This is an optimization exercise on Yosys and OpenROAD, whose aim is small area and a short achievable clock period, not a production implementation.
No functional check of the RTL was part of this run.
Power is estimated from default activity; no workload was simulated.

File: flow/run.sh
#!/bin/bash
# Standard ORFS layout, with plain buf_1 cells as the port buffers
# instead of the default clkdlybuf4s50_1 delay cells.
set -euo pipefail
export BUFFER_PORTS_ARGS="-buffer_cell sky130_fd_sc_hd__buf_1"
bash standard.sh > standard.log 2>&1
File: standard.sh
#!/bin/bash
# synth_recipe.tcl (not shown) runs the flow's synth.tcl, then flattens the netlist and writes it again
# the make line also repeats each setting of config.mk as NAME=value (left out here)
make -C /OpenROAD-flow-scripts/flow DESIGN_CONFIG=/design/flow/config.mk WORK_HOME=/design/flow/orfs CLKGATE_MAP_FILE= SYNTH_SCRIPT=/design/flow/synth_recipe.tcl "${@:-finish}"
File: config.mk
export PLATFORM = sky130hd
export DESIGN_NAME = ecliptic_top
export DESIGN_NICKNAME = ecliptic_top
export VERILOG_FILES = /design/flow/design.v
export SDC_FILE = /design/flow/constraint.sdc
export NUM_CORES = 4
export LEC_CHECK = 0
export ABC_AREA = 1
export CAP_MARGIN = 20
export CORE_MARGIN = 2
export CORE_UTILIZATION = 40
export SETUP_SLACK_MARGIN = 3.5
export SLEW_MARGIN = 20
export SYNTH_HIERARCHICAL = 1
File: constraint.sdc
create_clock -name core_clock -period 7.5 [get_ports {clk}]
set_input_delay 1.5000 -clock core_clock [delete_from_list [all_inputs] [get_ports {clk}]]
set_output_delay 1.5000 -clock core_clock [all_outputs]
set_load 0.01 [all_outputs]
File: design.v
`default_nettype none
module ecliptic_bitoperation
  (
   input wire          clk,
   input wire [31:0]   src1,
   input wire [31:0]   src2,
   input wire [1:0]    op,
   input wire          req,
   output logic [31:0] res,
   output logic        ack,
   input wire          nrst
   );
  logic sign;
  always_comb begin
    case (op)
      2'b00: sign = src2[31];
      2'b01: sign = ~src2[31];
      2'b10: sign = src1[31] ^ src2[31];
      default: sign = src1[31];
    endcase
  end
  always_ff @(posedge clk) begin
    if (~nrst | ~req) begin
      res <= '0;
      ack <= '0;
    end else begin
      res <= {sign, src1[30:0]};
      ack <= 1'b1;
    end
  end
endmodule
`default_nettype wire
`default_nettype none
module ecliptic_classification
  (
   input wire         clk,
   input wire [31:0]  src,
   input wire         req,
   output logic [9:0] res,
   output logic       ack,
   input wire         nrst
   );
  localparam logic [2:0] K_ZERO = 3'd1, K_SUB = 3'd2, K_NORM = 3'd3,
                         K_INF = 3'd4, K_SNAN = 3'd5, K_QNAN = 3'd6;
  logic exp_ones, exp_zero, man_zero;
  logic [2:0] kind_n;
  always_comb begin
    exp_ones = &src[30:23];
    exp_zero = ~|src[30:23];
    man_zero = ~|src[22:0];
    if (exp_zero) kind_n = man_zero ? K_ZERO : K_SUB;
    else if (~exp_ones) kind_n = K_NORM;
    else if (man_zero) kind_n = K_INF;
    else kind_n = src[22] ? K_QNAN : K_SNAN;
  end
  logic       sg;
  logic [2:0] kind;
  always_ff @(posedge clk) begin
    if (~nrst | ~req) begin
      sg <= '0;
      kind <= '0;
    end else begin
      sg <= src[31];
      kind <= kind_n;
    end
  end
  always_comb begin
    ack = |kind;
    res[0] =  sg & (kind == K_INF);
    res[1] =  sg & (kind == K_NORM);
    res[2] =  sg & (kind == K_SUB);
    res[3] =  sg & (kind == K_ZERO);
    res[4] = ~sg & (kind == K_ZERO);
    res[5] = ~sg & (kind == K_SUB);
    res[6] = ~sg & (kind == K_NORM);
    res[7] = ~sg & (kind == K_INF);
    res[8] = (kind == K_SNAN);
    res[9] = (kind == K_QNAN);
  end
endmodule
`default_nettype wire
`default_nettype none
module ecliptic_comparison
  (
   input wire          clk,
   input wire [31:0]   src1,
   input wire [31:0]   src2,
   input wire          req,
   input wire [2:0]    op,
   output logic [31:0] res,
   output logic        invalid,
   output logic        ack,
   input wire          nrst
   );
  logic s1, s2, ones1, ones2, man1, man2;
  logic nan1, nan2, snan1, snan2, any_nan;
  logic mag_lt, mag_eq, both_zero;
  logic eq, lt, src1_first, pick1;
  logic [31:0] res_n;
  logic inv_n;
  logic [31:0] lt_t [0:5];
  logic [31:0] gt_t [0:5];
  always_comb begin
    for (int i = 0; i < 32; i++) begin
      if (i < 31) begin
        lt_t[0][i] = ~src1[i] & src2[i];
        gt_t[0][i] = src1[i] & ~src2[i];
      end else begin
        lt_t[0][i] = 1'b0;
        gt_t[0][i] = 1'b0;
      end
    end
    for (int l = 0; l < 5; l++) begin
      lt_t[l+1] = '0;
      gt_t[l+1] = '0;
      for (int i = 0; i < (16 >> l); i++) begin
        lt_t[l+1][i] = lt_t[l][2*i+1] | (~gt_t[l][2*i+1] & lt_t[l][2*i]);
        gt_t[l+1][i] = gt_t[l][2*i+1] | (~lt_t[l][2*i+1] & gt_t[l][2*i]);
      end
    end
    mag_lt = lt_t[5][0];
    mag_eq = ~lt_t[5][0] & ~gt_t[5][0];
    s1 = src1[31];
    s2 = src2[31];
    ones1 = &src1[30:23];
    ones2 = &src2[30:23];
    man1 = |src1[22:0];
    man2 = |src2[22:0];
    nan1 = ones1 & man1;
    nan2 = ones2 & man2;
    snan1 = ones1 & ~src1[22] & man1;
    snan2 = ones2 & ~src2[22] & man2;
    any_nan = nan1 | nan2;
    both_zero = ~|{src1[30:0], src2[30:0]};
    eq = ~any_nan & (both_zero | (mag_eq & (s1 == s2)));
    if (s1 != s2) lt = s1 & ~both_zero;
    else lt = s1 ? ~mag_lt & ~mag_eq : mag_lt;
    lt = lt & ~any_nan;
    src1_first = (s1 != s2) ? s1 : (s1 ^ mag_lt);
    pick1 = nan2 | (~nan1 & (src1_first ^ op[0]));
    res_n = '0;
    inv_n = 1'b0;
    case (op)
      3'b000: begin res_n[0] = lt | eq; inv_n = any_nan; end
      3'b001: begin res_n[0] = lt; inv_n = any_nan; end
      3'b010: begin res_n[0] = eq; inv_n = snan1 | snan2; end
      3'b100, 3'b101: begin
        res_n = (nan1 & nan2) ? 32'h7fc00000 : (pick1 ? src1 : src2);
        inv_n = snan1 | snan2;
      end
      default: ;
    endcase
  end
  always_ff @(posedge clk) begin
    if (~nrst | ~req) begin
      res <= '0;
      ack <= '0;
      invalid <= '0;
    end else begin
      res <= res_n;
      ack <= 1'b1;
      invalid <= inv_n;
    end
  end
endmodule
`default_nettype wire
`default_nettype none
module ecliptic_converter_to_word
  (
   input wire          clk,
   input wire          req,
   input wire [31:0]   src,
   input wire [1:0]    rm,
   input wire          res_unsigned,
   output logic        ack,
   output logic [31:0] res,
   output logic        invalid,
   output logic        inexact,
   input wire          nrst
   );
  logic        s;
  logic [7:0]  e;
  logic [22:0] m;
  logic        ge127, e126, e158, ge159, nan, man_zero;
  logic [4:0]  k;
  logic [23:0] mg;
  logic [54:0] f;
  logic [21:0] smask;
  logic [31:0] ip;
  logic        guard, sticky, round_up;
  logic        inv_pre, force_zero, neg, inc;
  logic        satpos;
  logic [31:0] sat, q_n;
  logic        act_n, invalid_n, inexact_n;
  always_comb begin
    s = src[31];
    e = src[30:23];
    m = src[22:0];
    man_zero = ~|m;
    ge127 = e[7] | (&e[6:0]);
    e126 = (e == 8'd126);
    e158 = (e == 8'd158);
    ge159 = e[7] & ((|e[6:5]) | (&e[4:0]));
    nan = (&e) & ~man_zero;
    k[0] = ~e[0];
    k[1] = e[1] ^ e[0];
    k[2] = e[2] ^ (&e[1:0]);
    k[3] = e[3] ^ (&e[2:0]);
    k[4] = e[4] ^ (&e[3:0]);
    mg = ge127 ? {1'b1, m} : 24'd0;
    f = {31'd0, mg} << k;
    ip = f[54:23];
    guard = f[22] | e126;
    smask = 22'h3fffff >> k;
    sticky = (ge127 & |(m[21:0] & smask)) | (~ge127 & (~man_zero | ((|e) & ~e126)));
    case (rm)
      2'b00: round_up = guard & (sticky | ip[0]);
      2'b01: round_up = 1'b0;
      2'b10: round_up = s & (guard | sticky);
      default: round_up = ~s & (guard | sticky);
    endcase
    inv_pre = nan | ge159 |
              (e158 & (res_unsigned ? s : ~(s & man_zero))) |
              (res_unsigned & s & ge127);
    force_zero = res_unsigned & s & ~ge127;
    invalid_n = inv_pre | (force_zero & round_up);
    inexact_n = ~invalid_n & (guard | sticky);
    satpos = ~s | nan;
    sat = {res_unsigned ? satpos : ~satpos, {31{satpos}}};
    neg = s & ~inv_pre & ~force_zero;
    inc = round_up & ~inv_pre & ~force_zero;
    q_n = inv_pre ? sat : (ip ^ {32{neg}});
    act_n = neg ^ inc;
  end
  logic [31:0] q;
  logic        act;
  always_ff @(posedge clk) begin
    if (~nrst | ~req) begin
      ack <= '0;
      q <= '0;
      act <= '0;
      invalid <= '0;
      inexact <= '0;
    end else begin
      ack <= 1'b1;
      q <= q_n;
      act <= act_n;
      invalid <= invalid_n;
      inexact <= inexact_n;
    end
  end
  ecliptic_increment #(.W(32)) INC (.a(q), .cin(act), .y(res));
endmodule
module ecliptic_converter_to_float
  (
   input wire          clk,
   input wire          req,
   input wire [31:0]   src,
   input wire [1:0]    rm,
   input wire          src_unsigned,
   output logic        ack,
   output logic [31:0] res,
   output logic        inexact,
   input wire          nrst
   );
  logic        s, zero;
  logic [31:0] b, a;
  logic [31:0] po [0:5];
  logic [31:0] zv [0:5];
  logic [4:0]  zc [0:5][0:31];
  logic [4:0]  lz;
  logic [6:0]  smask;
  logic [32:0] n [0:5];
  logic        guard, sticky;
  logic [7:0]  e_tab [0:31];
  logic [7:0]  e_n;
  always_comb begin
    s = ~src_unsigned & src[31];
    zero = ~|src;
    po[0] = src;
    for (int l = 0; l < 5; l++) begin
      for (int i = 0; i < 32; i++) begin
        if ((i >> l) & 1) po[l+1][i] = po[l][i] | po[l][((i >> l) << l) - 1];
        else po[l+1][i] = po[l][i];
      end
    end
    a[0] = src[0];
    for (int i = 1; i < 32; i++) a[i] = src[i] ^ (s & po[5][i-1]);
    b = src ^ {32{s}};
    for (int i = 0; i < 32; i++) begin
      zv[0][i] = b[i];
      zc[0][i] = '0;
    end
    for (int l = 0; l < 5; l++) begin
      zv[l+1] = '0;
      for (int i = 0; i < 32; i++) zc[l+1][i] = '0;
      for (int i = 0; i < (16 >> l); i++) begin
        zv[l+1][i] = zv[l][2*i+1] | zv[l][2*i];
        zc[l+1][i] = zv[l][2*i+1] ? zc[l][2*i+1] : (zc[l][2*i] | 5'(1 << l));
      end
    end
    lz = zc[5][0];
    n[0] = {1'b0, a};
    for (int l = 0; l < 5; l++) n[l+1] = lz[4-l] ? (n[l] << (16 >> l)) : n[l];
    guard = n[5][7];
    smask = 7'h7f >> lz;
    sticky = |(a[6:0] & smask);
    for (int i = 0; i < 32; i++) e_tab[i] = 8'(158 - i);
    e_n = zero ? 8'd0 : e_tab[lz];
  end
  logic [22:0] man;
  logic [7:0]  ex;
  logic        c32, g, st, sg;
  logic [1:0]  mode;
  always_ff @(posedge clk) begin
    if (~nrst | ~req) begin
      ack <= '0;
      man <= '0;
      ex <= '0;
      c32 <= '0;
      g <= '0;
      st <= '0;
      sg <= '0;
      mode <= '0;
    end else begin
      ack <= 1'b1;
      man <= n[5][30:8];
      ex <= e_n;
      c32 <= n[5][32];
      g <= guard;
      st <= sticky;
      sg <= s;
      mode <= rm;
    end
  end
  logic ru;
  always_comb begin
    case (mode)
      2'b00: ru = g & (st | man[0]);
      2'b01: ru = 1'b0;
      2'b10: ru = sg & (g | st);
      default: ru = ~sg & (g | st);
    endcase
    inexact = g | st;
  end
  ecliptic_float_round ROUND (.sg(sg), .ex(ex), .man(man), .ru(ru), .c32(c32), .res(res));
endmodule
module ecliptic_increment
  #(parameter int W = 32)
  (
   input wire [W-1:0]  a,
   input wire          cin,
   output logic [W-1:0] y
   );
  logic [W-1:0] p [0:$clog2(W)];
  always_comb begin
    p[0] = a;
    for (int l = 0; l < $clog2(W); l++) begin
      for (int i = 0; i < W; i++) begin
        if ((i >> l) & 1) p[l+1][i] = p[l][i] & p[l][((i >> l) << l) - 1];
        else p[l+1][i] = p[l][i];
      end
    end
    y[0] = a[0] ^ cin;
    for (int i = 1; i < W; i++) y[i] = a[i] ^ (cin & p[$clog2(W)][i-1]);
  end
endmodule
module ecliptic_float_round
  (
   input wire          sg,
   input wire [7:0]    ex,
   input wire [22:0]   man,
   input wire          ru,
   input wire          c32,
   output logic [31:0] res
   );
  logic [22:0] pm [0:5];
  logic [7:0]  pe [0:3];
  logic        ce;
  always_comb begin
    pm[0] = man;
    for (int l = 0; l < 5; l++) begin
      for (int i = 0; i < 23; i++) begin
        if ((i >> l) & 1) pm[l+1][i] = pm[l][i] & pm[l][((i >> l) << l) - 1];
        else pm[l+1][i] = pm[l][i];
      end
    end
    pe[0] = ex;
    for (int l = 0; l < 3; l++) begin
      for (int i = 0; i < 8; i++) begin
        if ((i >> l) & 1) pe[l+1][i] = pe[l][i] & pe[l][((i >> l) << l) - 1];
        else pe[l+1][i] = pe[l][i];
      end
    end
    ce = c32 | (ru & pm[5][22]);
    res[31] = sg;
    res[23] = ex[0] ^ ce;
    for (int i = 1; i < 8; i++) res[23+i] = ex[i] ^ (ce & pe[3][i-1]);
    res[0] = man[0] ^ ru;
    for (int i = 1; i < 23; i++) res[i] = man[i] ^ (ru & pm[5][i-1]);
  end
endmodule
`default_nettype wire
`default_nettype none
module ecliptic_top
  (
   input wire          clk,
   input wire          nrst,
   input wire [31:0]   src1,
   input wire [31:0]   src2,
   input wire          bop_req,
   input wire [1:0]    bop_op,
   output logic [31:0] bop_res,
   output logic        bop_ack,
   input wire          cls_req,
   output logic [9:0]  cls_res,
   output logic        cls_ack,
   input wire          cmp_req,
   input wire [2:0]    cmp_op,
   output logic [31:0] cmp_res,
   output logic        cmp_invalid,
   output logic        cmp_ack,
   input wire          cvtw_req,
   input wire [1:0]    cvtw_rm,
   input wire          cvtw_unsigned,
   output logic [31:0] cvtw_res,
   output logic        cvtw_invalid,
   output logic        cvtw_inexact,
   output logic        cvtw_ack,
   input wire          cvts_req,
   input wire [1:0]    cvts_rm,
   input wire          cvts_unsigned,
   output logic [31:0] cvts_res,
   output logic        cvts_inexact,
   output logic        cvts_ack
   );
  ecliptic_bitoperation BOP
    (
     .clk(clk),
     .req(bop_req),
     .src1(src1),
     .src2(src2),
     .op(bop_op),
     .ack(bop_ack),
     .res(bop_res),
     .nrst(nrst)
     );
  ecliptic_classification CLS
    (
     .clk(clk),
     .req(cls_req),
     .src(src1),
     .ack(cls_ack),
     .res(cls_res),
     .nrst(nrst)
     );
  ecliptic_comparison CMP
    (
     .clk(clk),
     .req(cmp_req),
     .src1(src1),
     .src2(src2),
     .op(cmp_op),
     .ack(cmp_ack),
     .res(cmp_res),
     .invalid(cmp_invalid),
     .nrst(nrst)
     );
  ecliptic_converter_to_word CVTW
    (
     .clk(clk),
     .req(cvtw_req),
     .src(src1),
     .rm(cvtw_rm),
     .res_unsigned(cvtw_unsigned),
     .ack(cvtw_ack),
     .res(cvtw_res),
     .invalid(cvtw_invalid),
     .inexact(cvtw_inexact),
     .nrst(nrst)
     );
  ecliptic_converter_to_float CVTS
    (
     .clk(clk),
     .req(cvts_req),
     .src(src1),
     .rm(cvts_rm),
     .src_unsigned(cvts_unsigned),
     .ack(cvts_ack),
     .res(cvts_res),
     .inexact(cvts_inexact),
     .nrst(nrst)
     );
endmodule
`default_nettype wire
==> impl_metrics.env <==
export IMPL_die_x_um=190
export IMPL_synth_edf_count=0
export IMPL_detail_route_wl_per_cell_um=16.3
export IMPL_initial_core_util=0.402
export IMPL_detail_route_antenna_nets=0
export IMPL_status="no timing/DRC/antenna violations"
export IMPL_top_level_ports=229
export IMPL_drc=0
export IMPL_drv_slew=0
export IMPL_critPathRequiredTime_ns=7.82
export IMPL_ys_seq_elements=144
export IMPL_cts_htree_levels=4
export IMPL_synth_async_reset_ratio=0
export IMPL_critPathCapture="CVTW.invalid"
export IMPL_synth_top_area_share=0.209
export IMPL_met2_usage=0.415
export IMPL_die_h_um=190
export IMPL_worstMarginPinSlew_ns=1.08
export IMPL_drt_iter0_markers=1346
export IMPL_clk_path_buf_depth=2
export IMPL_synth_xor_area_frac=0.0164
export IMPL_layout_drive_gt1_share=0.128
export IMPL_rows=68
export IMPL_grt_use_met1=0.390
export IMPL_cp_startpoint="src1[23]"
export IMPL_arrival_ns=4.19
export IMPL_nets=2707
export IMPL_startpoint_type="primary input"
export IMPL_dp_hpwl_um=36700
export IMPL_vias_per_cell=5.27
export IMPL_vdd_drop_max_mv=0.149
export IMPL_drt_pass1_iterations=5
export IMPL_routed_wl_um=50100
export IMPL_syn_avg_cell_area_um2=5.77
export IMPL_synth_fp_nets=2484
export IMPL_synth_compound_area_frac=0.0994
export IMPL_synth_top_family_by_area="simple AND/OR/NAND/NOR gates"
export IMPL_maxSlewHeadroom=0.280
export IMPL_cp_max_fo=25
export IMPL_busiest_layer="met2"
export IMPL_synth_adder_area_share=0.0109
export IMPL_grt_pass1_wl_um=79000
export IMPL_whs_path_depth=3
export IMPL_portBuffers=228
export IMPL_areaGrowthSynthToFinish_pct=15.8
export IMPL_diodes=0
export IMPL_powerDensity_nw_per_um2=160
export IMPL_final_core_util=0.466
export IMPL_syn_inst=2390
export IMPL_grt_usage=0.274
export IMPL_crit_type="primary input to register"
export IMPL_numCtsBuffers=17
export IMPL_rsz0062_at_grt="true"
export IMPL_synth_area_leaders="dfxtp_1 21%, nand2_1 21%, nand3_1 14%"
export IMPL_yosysWarnings=23
export IMPL_min_from="cvts_rm[1]"
export IMPL_synth_area_leader_cell="dfxtp_1"
export IMPL_grt_pass1_vias=14800
export IMPL_totalPowerFinal_mw=2.56
export IMPL_hold_violations=0
export IMPL_met3_usage=0.0520
export IMPL_grt_max_degree=56
export IMPL_gp_congestion=0.948
export IMPL_overflow=0
export IMPL_hold_class="primary input to register"
export IMPL_cts_root_buf="clkbuf_16"
export IMPL_cts_tree="built"
export IMPL_dieArea_um2=36000
export IMPL_ys_top_cells_by_count="758 x nand2_1, 378 x nand3_1, 265 x inv_1"
export IMPL_cts_hold_buf=0
export IMPL_synthSimpleGateAreaFrac=0.544
export IMPL_finalSetupTns_ns=0
export IMPL_synth_cell_types=60
export IMPL_core_area_um2=34300
export IMPL_leakagePower_nw=7.72
export IMPL_numClockSinks=144
export IMPL_yosysSeqAreaShare=0.209
export IMPL_ys_flop_type="dfxtp_1"
export IMPL_setup_viol=0
export IMPL_place_ws_ns=2.07
export IMPL_netlist_area_um2=13800
export IMPL_end_kind="register"
export IMPL_synth_area_mux_share=0
export IMPL_yosysMostFrequentCell="nand2_1"
export IMPL_fin_crit_sh=0.516
export IMPL_final_setup_worst_slack_ns=3.63
export IMPL_finalCriticalPeriod_ns=3.87
export IMPL_drv_cap=0
export IMPL_antenna_found_initial=2
export IMPL_path_clk_slew_ns=0.06
export IMPL_max_freq_ghz=0.258
export IMPL_vias=16200
[cell families (layout without fill, tap and decap cells)]
kind of cell | count (synthesis) | after routing
adder cells (fa/ha/maj) | 12 | 12
XOR/XNOR | 25 | 25
AND/OR/NAND/NOR | 1620 | 1622
AO/OA/AOI/OAI | 214 | 215
buffers and inverters | 375 | 608
flip-flops | 144 | 144
[worst max-delay path, cell delays in order]
cell      delay (ns)
clkbuf_8        0.25
ha_1            0.29
nand2_2         0.12
nor2_4          0.17
ha_4            0.27
inv_1           0.19
buf_4           0.26
o21ai_0         0.22
nand3_1         0.09
nor2_1          0.09
nand2_1         0.07
nand2_1         0.14
nand3_1         0.15
nand2_2         0.12
nand3_2         0.09
nand2_1         0.08
nor2_2          0.03
[modules after synthesis (local to each module, per instance), excerpt]
module	cell area (µm²)	flip-flops and latches
ecliptic_float_round	744	0
ecliptic_converter_to_word	3920	36
ecliptic_converter_to_float	4190	37
ecliptic_bitoperation	1080	33
ecliptic_comparison	2500	34
ecliptic_classification	375	4
[state kept, by name, summed over array words and instances, names as in the netlist]
register      flops
CVTW.ack          1
CVTW.inexact      1
CVTS.c32          1
BOP.ack           1
CVTS.sg           1
CVTS.mode         2
CMP.invalid       1
CLS.kind          3
CVTS.man         23
CMP.res          32
CVTW.q           32
CVTS.ack          1
CMP.ack           1
BOP.res          32
CVTS.g            1
CVTS.ex           7
CVTW.act          1
CLS.sg            1
CVTS.st           1
CVTW.invalid      1
[worst min path at each step]
stage / end / slack, ns
finish: CVTS.mode[1] / 1.27
CTS: CVTS.mode[0] / 1.25
global placement: CVTS.mode[0] / 1.72
floorplan: BOP.res[21] / 1.61
global route: CVTS.mode[0] / 1.26
detailed placement: CVTS.mode[0] / 1.72
[placed cells by master (no fill, tap or decap), types with 17 or more instances in the layout]
cell type	netlist	layout
nor2_1	256	254
clkbuf_16	0	18
nand3_2	48	49
nand2_2	24	25
dfxtp_1	144	140
nor3_1	20	20
xor2_1	18	18
buf_4	13	55
o21ai_0	61	58
buf_1	7	217
inv_2	18	17
nor2_2	46	46
inv_1	265	263
nand2_1	758	753
a211oi_2	16	17
o21ai_1	20	21
nand3_1	378	377
a21oi_1	69	69
nand4_1	34	34
nor2_4	15	18
[per-stage QoR]
| step | hold slack [ns] | cells | area (µm²) |
|---|---|---|---|
| 3_3_place_gp | 1.72 | 3025 | 14900 |
| 6_report | 1.27 | 3081 | 16000 |
| 5_1_grt | 1.26 | 3081 | 16000 |
| 4_1_cts | 1.25 | 3063 | 15700 |
| 2_1_floorplan | 1.61 | 2390 | 13800 |
| 3_5_place_dp | 1.72 | 3025 | 14900 |
[power by group]
group / leakage [nW] / switching, mW / total, mW / internal (mW)
Sequential: 1.18 / 0.0312 / 0.835 / 0.804
Clock: 0.302 / 0.374 / 0.912 / 0.538
Combinational: 6.24 / 0.568 / 0.816 / 0.248
Total: 7.72 / 0.973 / 2.56 / 1.59
[timing repair]
| item | in CTS | in global routing |
|---|---|---|
| buffers inserted | 4 | 15 |
| resized for setup | 31 | 36 |
| endpoints found under the hold margin | 0 | 0 |
| pin swaps | 3 | 8 |
| gates cloned | 2 | 3 |
| setup endpoints to repair | 78 | 84 |
[per-layer routing]
layer,vias up,wire length [µm],share of wire
met1,7319,23900,0.48
met3,91,4090,0.082
met4,2,1180,0.024
met2,678,20900,0.42
li1,8145,-,-
met5,-,13,0.00026
[cell type report]
class,instances,area [µm²]
Timing Repair Buffer,290,1400
Clock buffer,18,439
Inverter,286,1090
Fill cell,3754,18300
Multi-Input combinational cell,1874,9400
Clock inverter,14,178
Tap cell,455,569
Sequential cell,144,2890

-- afterwards: timing with drivers on the ports --
The flow's constraints put no driver on any port. The routed layout listed below was extracted and timed again, unchanged, in two steps. Step 1 sets driving cells, clkbuf_16 on the clock port and buf_2 on the other inputs (assumed; they add their load-dependent delay and slew). Step 2 adds t to the input delays and takes it off the output delays; t is the mean of the earliest and latest rising clock arrival at the registers after step 1. Input paths then give back, and output paths get back, about the clock's delay inside the block. a / b / c = ideal ports / drivers / drivers and shift; a / b = the first two.
shift t [ns]: 0.498
slack for setup (ns): 3.629 / 3.634 / 3.136
worst setup path at the end: input to register
worst slew at a driven data input, ns: 0.06
After both steps setup and hold are still met in this run. For this run, drivers alone change the setup slack by +0.005 ns; drivers and shift together by -0.493 ns.
